What follows belongs to an exercise in optimizing a design on an open flow for small area, a short achievable clock period and few clock cycles per item; a production flow would make more cautious choices.
Where RTL was checked, it was by simulation tests only, not by an equivalence proof against the original.

==> module convert_to_10, before the edit <==
module convert_to_10 (
    input wire clk,
    input wire rst,
    input wire start,
    input wire [399:0] binary,
    output reg [3:0] decimal,
    output reg valid,
    output reg done
);
    localparam integer W  = 12;                
    localparam integer NB = (392 + W - 1) / W;  
    localparam integer WT = 392 - (NB - 1) * W;  
    reg  [391:0] v;                  
    reg  [2*NB-1:0] p;               
    reg  [3:0] jreg, jreg2;          
    reg        ereg, ereg2;          
    reg        run;
    reg  [7:0] cnt;
    wire [395:0] a = {1'b0, v, 3'b000};
    wire [395:0] b = {3'b000, v, 1'b0};
    wire [391:0] v_nx;
    wire [2*NB-1:0] p_nx;
    wire [3:0]   j_nx;
    genvar gi, gj, gk;
    generate
        for (gi = 0; gi < NB; gi = gi + 1) begin : blk
            localparam integer LO = gi * W;
            localparam integer N  = (gi < NB - 1) ? W : WT + 4;    
            wire [1:0]   pp = (gi == 0) ? 2'b00 : p[2*gi +: 2];
            wire [N-1:0] ab = a[LO +: N];
            wire [N-1:0] bb = b[LO +: N];
            wire [N-1:0] qb = {{(N-5){1'b0}}, pp[1], pp[0], pp[1], pp[0], 1'b0};
            wire [N:0]   x  = {1'b0, ab ^ bb ^ qb};
            wire [N:0]   y  = {(ab & bb) | (ab & qb) | (bb & qb), 1'b0};
            wire [N:0]   G [0:5];
            wire [N:0]   P [0:5];
            assign G[0] = x & y;
            assign P[0] = x ^ y;
            for (gj = 0; gj < 5; gj = gj + 1) begin : lv
                for (gk = 0; gk <= N; gk = gk + 1) begin : el
                    if ((gk >> gj) & 1) begin : c
                        localparam integer J = ((gk >> gj) << gj) - 1;
                        assign G[gj+1][gk] = G[gj][gk] | (P[gj][gk] & G[gj][J]);
                        assign P[gj+1][gk] = P[gj][gk] & P[gj][J];
                    end else begin : n
                        assign G[gj+1][gk] = G[gj][gk];
                        assign P[gj+1][gk] = P[gj][gk];
                    end
                end
            end
            wire [N+1:0] s = {G[5][N], P[0] ^ {G[5][N-1:0], 1'b0}};
            if (gi < NB - 1) begin : mid
                assign v_nx[LO +: W] = s[W-1:0];
                assign p_nx[2*(gi+1) +: 2] = s[W+1:W];
            end else begin : top
                assign v_nx[391:LO] = s[WT-1:0];
                assign j_nx = s[WT+3:WT];
            end
        end
    endgenerate
    assign p_nx[1:0] = 2'b00;
    wire [NB-1:0] g0, pr0;
    generate
        for (gi = 0; gi < NB; gi = gi + 1) begin : gp
            localparam integer LO = gi * W;
            localparam integer HI = (gi < NB - 1) ? LO + W - 1 : 391;
            wire hi1 = &v[HI:LO+2];
            wire v1 = v[LO + 1];
            wire v0 = v[LO];
            wire p1 = (gi == 0) ? 1'b0 : p[2*gi + 1];
            wire p0 = (gi == 0) ? 1'b0 : p[2*gi];
            assign g0[gi]  = hi1 & v1 & (p1 | (p0 & v0));
            assign pr0[gi] = hi1 & ((~p1 & ~p0 & v1 & v0) | (p0 & v1 & ~v0) | (p1 & ~v1 & v0));
        end
    endgenerate
    localparam integer LV = (NB > 32) ? 6 : (NB > 16) ? 5 : (NB > 8) ? 4 : 3;   
    wire [NB-1:0] gl [0:LV];
    wire [NB-1:0] pl [0:LV];
    assign gl[0] = g0;
    assign pl[0] = pr0;
    genvar gl_i, gl_l;
    generate
        for (gl_l = 0; gl_l < LV; gl_l = gl_l + 1) begin : lv
            for (gl_i = 0; gl_i < NB; gl_i = gl_i + 1) begin : el
                if ((gl_i % (2 << gl_l)) == 0 && gl_i + (1 << gl_l) < NB) begin : cmb
                    assign gl[gl_l+1][gl_i] = gl[gl_l][gl_i + (1 << gl_l)] |
                                              (pl[gl_l][gl_i + (1 << gl_l)] & gl[gl_l][gl_i]);
                    assign pl[gl_l+1][gl_i] = pl[gl_l][gl_i + (1 << gl_l)] & pl[gl_l][gl_i];
                end else begin : pass
                    assign gl[gl_l+1][gl_i] = gl[gl_l][gl_i];
                    assign pl[gl_l+1][gl_i] = pl[gl_l][gl_i];
                end
            end
        end
    endgenerate
    wire e = gl[LV][0];
    wire [3:0] digit = jreg2 + {3'b000, ereg} + {1'b0, ereg2, ereg2, 1'b0};
    always @(posedge clk) begin
        if (run) begin
            v <= v_nx;
            p <= p_nx;
        end else begin
            v <= binary[391:0];
            p <= 0;
        end
        jreg  <= j_nx;
        jreg2 <= jreg;
        ereg  <= e;
        ereg2 <= ereg;
        decimal <= run ? digit : binary[395:392];
    end
    always @(posedge clk) begin
        if (rst) begin
            run   <= 1'b0;
            cnt   <= 8'd0;
            valid <= 1'b0;
            done  <= 1'b0;
        end else begin
            valid <= start | (run & (cnt >= 8'd3));
            done  <= run & (cnt == 8'd151);
            if (run) begin
                cnt <= cnt + 8'd1;
                if (cnt == 8'd151) run <= 1'b0;
            end else if (start) begin
                run <= 1'b1;
                cnt <= 8'd1;
            end
        end
    end
endmodule
export LEC_CHECK = 0
export CAP_MARGIN = 20
export CORE_MARGIN = 2
export CORE_UTILIZATION = 70
export PLACE_DENSITY = 0.8
export SLEW_MARGIN = 20
create_clock -name core_clock -period 10.0 [get_ports {clk}]
standard.sh (not shown) runs the stock make flow with config.mk's settings and CLKGATE_MAP_FILE= SYNTH_SCRIPT=/design/flow/synth_recipe.tcl, a recipe that flattens the netlist after the stock synthesis.
==> flow/flow/run.sh <==
#!/bin/bash
# Standard layout with: repair_timing aiming at 6.9 ns of setup slack, port buffers made of
# the smallest buffer cell, and clock tree synthesis without dummy loads.
set -euo pipefail
export BUFFER_PORTS_ARGS="-buffer_cell sky130_fd_sc_hd__buf_1"
export SETUP_SLACK_MARGIN=6.9
export CTS_ARGS="-sink_clustering_enable -repair_clock_nets -dont_use_dummy_load -buf_list {sky130_fd_sc_hd__clkbuf_16} -sink_clustering_size 24 -sink_clustering_max_diameter 70"
bash standard.sh > standard_flow.log 2>&1
Testbench counts at the start, summed over its fixed seeds: cycles 19,456, items 128.
Change:
--- a/flow/design.v
+++ b/flow/design.v
@@ -5,13 +5,13 @@
     input wire start,
     input wire [399:0] binary,
     output reg [3:0] decimal,
     output reg valid,
     output reg done
 );
-    localparam integer W  = 12;                
+    localparam integer W  = 8;                
     localparam integer NB = (392 + W - 1) / W;  
     localparam integer WT = 392 - (NB - 1) * W;  
     reg  [391:0] v;                  
     reg  [2*NB-1:0] p;               
     reg  [3:0] jreg, jreg2;          
     reg        ereg, ereg2;          
After rerunning: Via count drops by 3.1%; synthesized area came out higher by 3.6%; register-to-register slack gets better by 150 ps; clock-buffer cell count is unchanged; cell area is higher by 0.55%; global-route usage shrinks by 1.7 points; worst setup slack gets better by 71 ps; utilization went down by 1.8 points.
The RTL of the second run of this note was laid out without a check of its function.

========
Another version of the RTL of convert_to_10 (not shown whole).
Size in the first run: ~3700 cells after synthesis, ~510 flip-flops, ~410 I/O pins.
==> module convert_to_10, before the edit <==
module convert_to_10 (
    input wire clk,
    input wire rst,
    input wire start,
    input wire [399:0] binary,
    output reg [3:0] decimal,
    output reg valid,
    output reg done
);
    localparam integer W  = 8;                
    localparam integer NB = (392 + W - 1) / W;  
    localparam integer WT = 392 - (NB - 1) * W;  
    reg  [391:0] v;                  
    reg  [2*NB-1:0] p;               
    reg  [3:0] jreg, jreg2;          
    reg        ereg, ereg2;          
    reg        run;
    reg  [7:0] cnt;
    wire [395:0] a = {1'b0, v, 3'b000};
    wire [395:0] b = {3'b000, v, 1'b0};
    wire [391:0] v_nx;
    wire [2*NB-1:0] p_nx;
    wire [3:0]   j_nx;
    genvar gi;
    generate
        for (gi = 0; gi < NB; gi = gi + 1) begin : blk
            localparam integer LO = gi * W;
            if (gi < NB - 1) begin : mid
                wire [1:0] pp = (gi == 0) ? 2'b00 : p[2*gi +: 2];
                wire [W+1:0] q = {{(W-3){1'b0}}, pp[1], pp[0], pp[1], pp[0], 1'b0};
                wire [W+1:0] s = {2'b00, a[LO +: W]} + {2'b00, b[LO +: W]} + q;
                assign v_nx[LO +: W] = s[W-1:0];
                assign p_nx[2*(gi+1) +: 2] = s[W+1:W];
            end else begin : top
                wire [1:0] pp = p[2*gi +: 2];
                wire [WT+3:0] q = {{(WT-1){1'b0}}, pp[1], pp[0], pp[1], pp[0], 1'b0};
                wire [WT+3:0] s = a[395:LO] + b[395:LO] + q;
                assign v_nx[391:LO] = s[WT-1:0];
                assign j_nx = s[WT+3:WT];
            end
        end
    endgenerate
    assign p_nx[1:0] = 2'b00;
    wire [NB-1:0] g0, pr0;
    generate
        for (gi = 0; gi < NB; gi = gi + 1) begin : gp
            localparam integer LO = gi * W;
            localparam integer HI = (gi < NB - 1) ? LO + W - 1 : 391;
            wire hi1 = &v[HI:LO+2];
            wire v1 = v[LO + 1];
            wire v0 = v[LO];
            wire p1 = (gi == 0) ? 1'b0 : p[2*gi + 1];
            wire p0 = (gi == 0) ? 1'b0 : p[2*gi];
            assign g0[gi]  = hi1 & v1 & (p1 | (p0 & v0));
            assign pr0[gi] = hi1 & ((~p1 & ~p0 & v1 & v0) | (p0 & v1 & ~v0) | (p1 & ~v1 & v0));
        end
    endgenerate
    localparam integer LV = (NB > 32) ? 6 : (NB > 16) ? 5 : (NB > 8) ? 4 : 3;   
    wire [NB-1:0] gl [0:LV];
    wire [NB-1:0] pl [0:LV];
    assign gl[0] = g0;
    assign pl[0] = pr0;
    genvar gl_i, gl_l;
    generate
        for (gl_l = 0; gl_l < LV; gl_l = gl_l + 1) begin : lv
            for (gl_i = 0; gl_i < NB; gl_i = gl_i + 1) begin : el
                if ((gl_i % (2 << gl_l)) == 0 && gl_i + (1 << gl_l) < NB) begin : cmb
                    assign gl[gl_l+1][gl_i] = gl[gl_l][gl_i + (1 << gl_l)] |
                                              (pl[gl_l][gl_i + (1 << gl_l)] & gl[gl_l][gl_i]);
                    assign pl[gl_l+1][gl_i] = pl[gl_l][gl_i + (1 << gl_l)] & pl[gl_l][gl_i];
                end else begin : pass
                    assign gl[gl_l+1][gl_i] = gl[gl_l][gl_i];
                    assign pl[gl_l+1][gl_i] = pl[gl_l][gl_i];
                end
            end
        end
    endgenerate
    wire e = gl[LV][0];
    wire [3:0] digit = jreg2 + {3'b000, ereg} + {1'b0, ereg2, ereg2, 1'b0};
    always @(posedge clk) begin
        if (run) begin
            v <= v_nx;
            p <= p_nx;
        end else begin
            v <= binary[391:0];
            p <= 0;
        end
        jreg  <= j_nx;
        jreg2 <= jreg;
        ereg  <= e;
        ereg2 <= ereg;
        decimal <= run ? digit : binary[395:392];
    end
    always @(posedge clk) begin
        if (rst) begin
            run   <= 1'b0;
            cnt   <= 8'd0;
            valid <= 1'b0;
            done  <= 1'b0;
        end else begin
            valid <= start | (run & (cnt >= 8'd3));
            done  <= run & (cnt == 8'd151);
            if (run) begin
                cnt <= cnt + 8'd1;
                if (cnt == 8'd151) run <= 1'b0;
            end else if (start) begin
                run <= 1'b1;
                cnt <= 8'd1;
            end
        end
    end
endmodule
make LEC_CHECK=0 CAP_MARGIN=20 CORE_MARGIN=2 CORE_UTILIZATION=40 SLEW_MARGIN=20 finish   # period 10.0 ns
run.sh (not shown) runs the stock make flow with config.mk's settings and CLKGATE_MAP_FILE= SYNTH_SCRIPT=/design/flow/synth_recipe.tcl, a recipe that flattens the netlist after the stock synthesis.
Stock flow here: none of the scripts above is used.
The starting point went through all stages and came out clean.
Rerun with:
--- a/flow/design.v
+++ b/flow/design.v
@@ -6,11 +6,11 @@
     input wire [399:0] binary,
     output reg [3:0] decimal,
     output reg valid,
     output reg done
 );
-    localparam integer W  = 8;                
+    localparam integer W  = 32;                
     localparam integer NB = (392 + W - 1) / W;  
     localparam integer WT = 392 - (NB - 1) * W;  
     reg  [391:0] v;                  
     reg  [2*NB-1:0] p;               
     reg  [3:0] jreg, jreg2;          
What happened: The changed run completed without violations; non-clock buffer count is higher by 2; synthesized cell count increases by 14%; critical path depth climbs by 6; first-iteration DRC count grows by 44%; wire length came out higher by 17%; setup slack got worse by 810 ps; worst hold slack hardly moves; maximum frequency is lower by 18%; clock skew goes down by 3.8 ps; cell area barely changes.
Function was not checked in any run of this note: the RTL went through the layout flow alone.

========
ember:
The RTL this note starts from:
==> flow/design.v <==
`timescale 1ns / 1ps
module convert_to_10 (
    input wire clk,
    input wire rst,
    input wire start,
    input wire [399:0] binary,
    output reg [3:0] decimal,
    output reg valid,
    output reg done
);
    localparam integer W  = 8;                
    localparam integer NB = (392 + W - 1) / W;  
    localparam integer WT = 392 - (NB - 1) * W;  
    reg  [391:0] v;                  
    reg  [2*NB-1:0] p;               
    reg  [3:0] jreg, jreg2;          
    reg        ereg, ereg2;          
    reg        run;
    reg  [7:0] cnt;
    wire [395:0] a = {1'b0, v, 3'b000};
    wire [395:0] b = {3'b000, v, 1'b0};
    wire [391:0] v_nx;
    wire [2*NB-1:0] p_nx;
    wire [3:0]   j_nx;
    genvar gi, gj, gk;
    generate
        for (gi = 0; gi < NB; gi = gi + 1) begin : blk
            localparam integer LO = gi * W;
            localparam integer N  = (gi < NB - 1) ? W : WT + 4;    
            wire [1:0]   pp = (gi == 0) ? 2'b00 : p[2*gi +: 2];
            wire [N-1:0] ab = a[LO +: N];
            wire [N-1:0] bb = b[LO +: N];
            wire [N-1:0] qb = {{(N-5){1'b0}}, pp[1], pp[0], pp[1], pp[0], 1'b0};
            wire [N:0]   x  = {1'b0, ab ^ bb ^ qb};
            wire [N:0]   y  = {(ab & bb) | (ab & qb) | (bb & qb), 1'b0};
            wire [N:0]   G [0:5];
            wire [N:0]   P [0:5];
            assign G[0] = x & y;
            assign P[0] = x ^ y;
            for (gj = 0; gj < 5; gj = gj + 1) begin : lv
                for (gk = 0; gk <= N; gk = gk + 1) begin : el
                    if ((gk >> gj) & 1) begin : c
                        localparam integer J = ((gk >> gj) << gj) - 1;
                        assign G[gj+1][gk] = G[gj][gk] | (P[gj][gk] & G[gj][J]);
                        assign P[gj+1][gk] = P[gj][gk] & P[gj][J];
                    end else begin : n
                        assign G[gj+1][gk] = G[gj][gk];
                        assign P[gj+1][gk] = P[gj][gk];
                    end
                end
            end
            wire [N+1:0] s = {G[5][N], P[0] ^ {G[5][N-1:0], 1'b0}};
            if (gi < NB - 1) begin : mid
                assign v_nx[LO +: W] = s[W-1:0];
                assign p_nx[2*(gi+1) +: 2] = s[W+1:W];
            end else begin : top
                assign v_nx[391:LO] = s[WT-1:0];
                assign j_nx = s[WT+3:WT];
            end
        end
    endgenerate
    assign p_nx[1:0] = 2'b00;
    wire [NB-1:0] g0, pr0;
    generate
        for (gi = 0; gi < NB; gi = gi + 1) begin : gp
            localparam integer LO = gi * W;
            localparam integer HI = (gi < NB - 1) ? LO + W - 1 : 391;
            wire hi1 = &v[HI:LO+2];
            wire v1 = v[LO + 1];
            wire v0 = v[LO];
            wire p1 = (gi == 0) ? 1'b0 : p[2*gi + 1];
            wire p0 = (gi == 0) ? 1'b0 : p[2*gi];
            assign g0[gi]  = hi1 & v1 & (p1 | (p0 & v0));
            assign pr0[gi] = hi1 & ((~p1 & ~p0 & v1 & v0) | (p0 & v1 & ~v0) | (p1 & ~v1 & v0));
        end
    endgenerate
    localparam integer LV = (NB > 32) ? 6 : (NB > 16) ? 5 : (NB > 8) ? 4 : 3;   
    wire [NB-1:0] gl [0:LV];
    wire [NB-1:0] pl [0:LV];
    assign gl[0] = g0;
    assign pl[0] = pr0;
    genvar gl_i, gl_l;
    generate
        for (gl_l = 0; gl_l < LV; gl_l = gl_l + 1) begin : lv
            for (gl_i = 0; gl_i < NB; gl_i = gl_i + 1) begin : el
                if ((gl_i % (2 << gl_l)) == 0 && gl_i + (1 << gl_l) < NB) begin : cmb
                    assign gl[gl_l+1][gl_i] = gl[gl_l][gl_i + (1 << gl_l)] |
                                              (pl[gl_l][gl_i + (1 << gl_l)] & gl[gl_l][gl_i]);
                    assign pl[gl_l+1][gl_i] = pl[gl_l][gl_i + (1 << gl_l)] & pl[gl_l][gl_i];
                end else begin : pass
                    assign gl[gl_l+1][gl_i] = gl[gl_l][gl_i];
                    assign pl[gl_l+1][gl_i] = pl[gl_l][gl_i];
                end
            end
        end
    endgenerate
    wire e = gl[LV][0];
    wire [3:0] digit = jreg2 + {3'b000, ereg} + {1'b0, ereg2, ereg2, 1'b0};
    always @(posedge clk) begin
        if (run) begin
            v <= v_nx;
            p <= p_nx;
        end else begin
            v <= binary[391:0];
            p <= 0;
        end
        jreg  <= j_nx;
        jreg2 <= jreg;
        ereg  <= e;
        ereg2 <= ereg;
        decimal <= run ? digit : binary[395:392];
    end
    always @(posedge clk) begin
        if (rst) begin
            run   <= 1'b0;
            cnt   <= 8'd0;
            valid <= 1'b0;
            done  <= 1'b0;
        end else begin
            valid <= start | (run & (cnt >= 8'd3));
            done  <= run & (cnt == 8'd151);
            if (run) begin
                cnt <= cnt + 8'd1;
                if (cnt == 8'd151) run <= 1'b0;
            end else if (start) begin
                run <= 1'b1;
                cnt <= 8'd1;
            end
        end
    end
endmodule
clock: 10.0 ns
lec_check: 0
cap_margin: 20
core_margin: 2
core_utilization: 55
cts_buf_list: sky130_fd_sc_hd__clkbuf_4 sky130_fd_sc_hd__clkbuf_8
place_density: 0.7
slew_margin: 20
standard.sh (not shown) runs the stock make flow with config.mk's settings and CLKGATE_MAP_FILE= SYNTH_SCRIPT=/design/flow/synth_recipe.tcl, a recipe that flattens the netlist after the stock synthesis.
==> flow/flow/run.sh <==
#!/bin/bash
# Standard layout, repair_timing aiming at 6.8 ns of setup slack, with the port buffers made of the smallest buffer cell.
set -euo pipefail
export BUFFER_PORTS_ARGS="-buffer_cell sky130_fd_sc_hd__buf_1"
export SETUP_SLACK_MARGIN=6.8
bash standard.sh > standard_flow.log 2>&1
Relative to ember, the following input files were edited for sierra:
--- a/flow/design.v
+++ b/flow/design.v
@@ -6,11 +6,11 @@
     input wire [399:0] binary,
     output reg [3:0] decimal,
     output reg valid,
     output reg done
 );
-    localparam integer W  = 8;                
+    localparam integer W  = 12;                
     localparam integer NB = (392 + W - 1) / W;  
     localparam integer WT = 392 - (NB - 1) * W;  
     reg  [391:0] v;                  
     reg  [2*NB-1:0] p;               
     reg  [3:0] jreg, jreg2;          
[summary]
Number of nets in the finished design, sierra vs ember: up slightly
[compare] base=ember new=sierra: mean post-synth cell area lower; number of antenna diodes higher.
Testbench counts of sierra, summed over its fixed seeds: cycles 19,456, items 128.
Function not checked in ember: the RTL went through the layout flow alone.

==> afterwards: timing with drivers on the ports <==
How much do the figures lean on ideal ports? The routed layouts below were timed once more, with nothing changed but the port constraints. Step 1, drivers: a clkbuf_16 drives clk and a buf_2 each remaining input, both assumed. Step 2 times the ports against the registers' clock, not the clock port: input delays grow and output delays shrink by t, the midpoint of the rising clock arrivals with the driver on. Slacks: ideal ports / drivers / drivers and shift; pairs: ideal ports / drivers.
| run | t (ns) | setup slack, ns | worst setup path at the end | clock arrival spread, ns | slew at the worst register clock pin (ns) |
|---|---|---|---|---|---|
| the first run of note 1 | 0.632 | 6.874 / 6.874 / 6.874 | register to register | 0.056 / 0.056 | 0.10 / 0.10 |
| the second run of note 1 | 0.626 | 6.945 / 6.879 / 7.016 | register to register | 0.047 / 0.046 | 0.10 / 0.10 |
| the first run of note 2 | 0.683 | 6.421 / 6.397 / 6.421 | register to register | 0.031 / 0.031 | 0.06 / 0.06 |
| the second run of note 2 | 0.724 | 5.611 / 5.611 / 5.611 | register to register | 0.015 / 0.016 | 0.07 / 0.07 |
| ember | 0.726 | 6.878 / 6.818 / 7.002 | register to register | 0.032 / 0.032 | 0.06 / 0.06 |
| sierra | 0.729 | 6.868 / 6.808 / 6.885 | register to register | 0.030 / 0.030 | 0.07 / 0.07 |
After both steps every run listed still meets setup and hold.
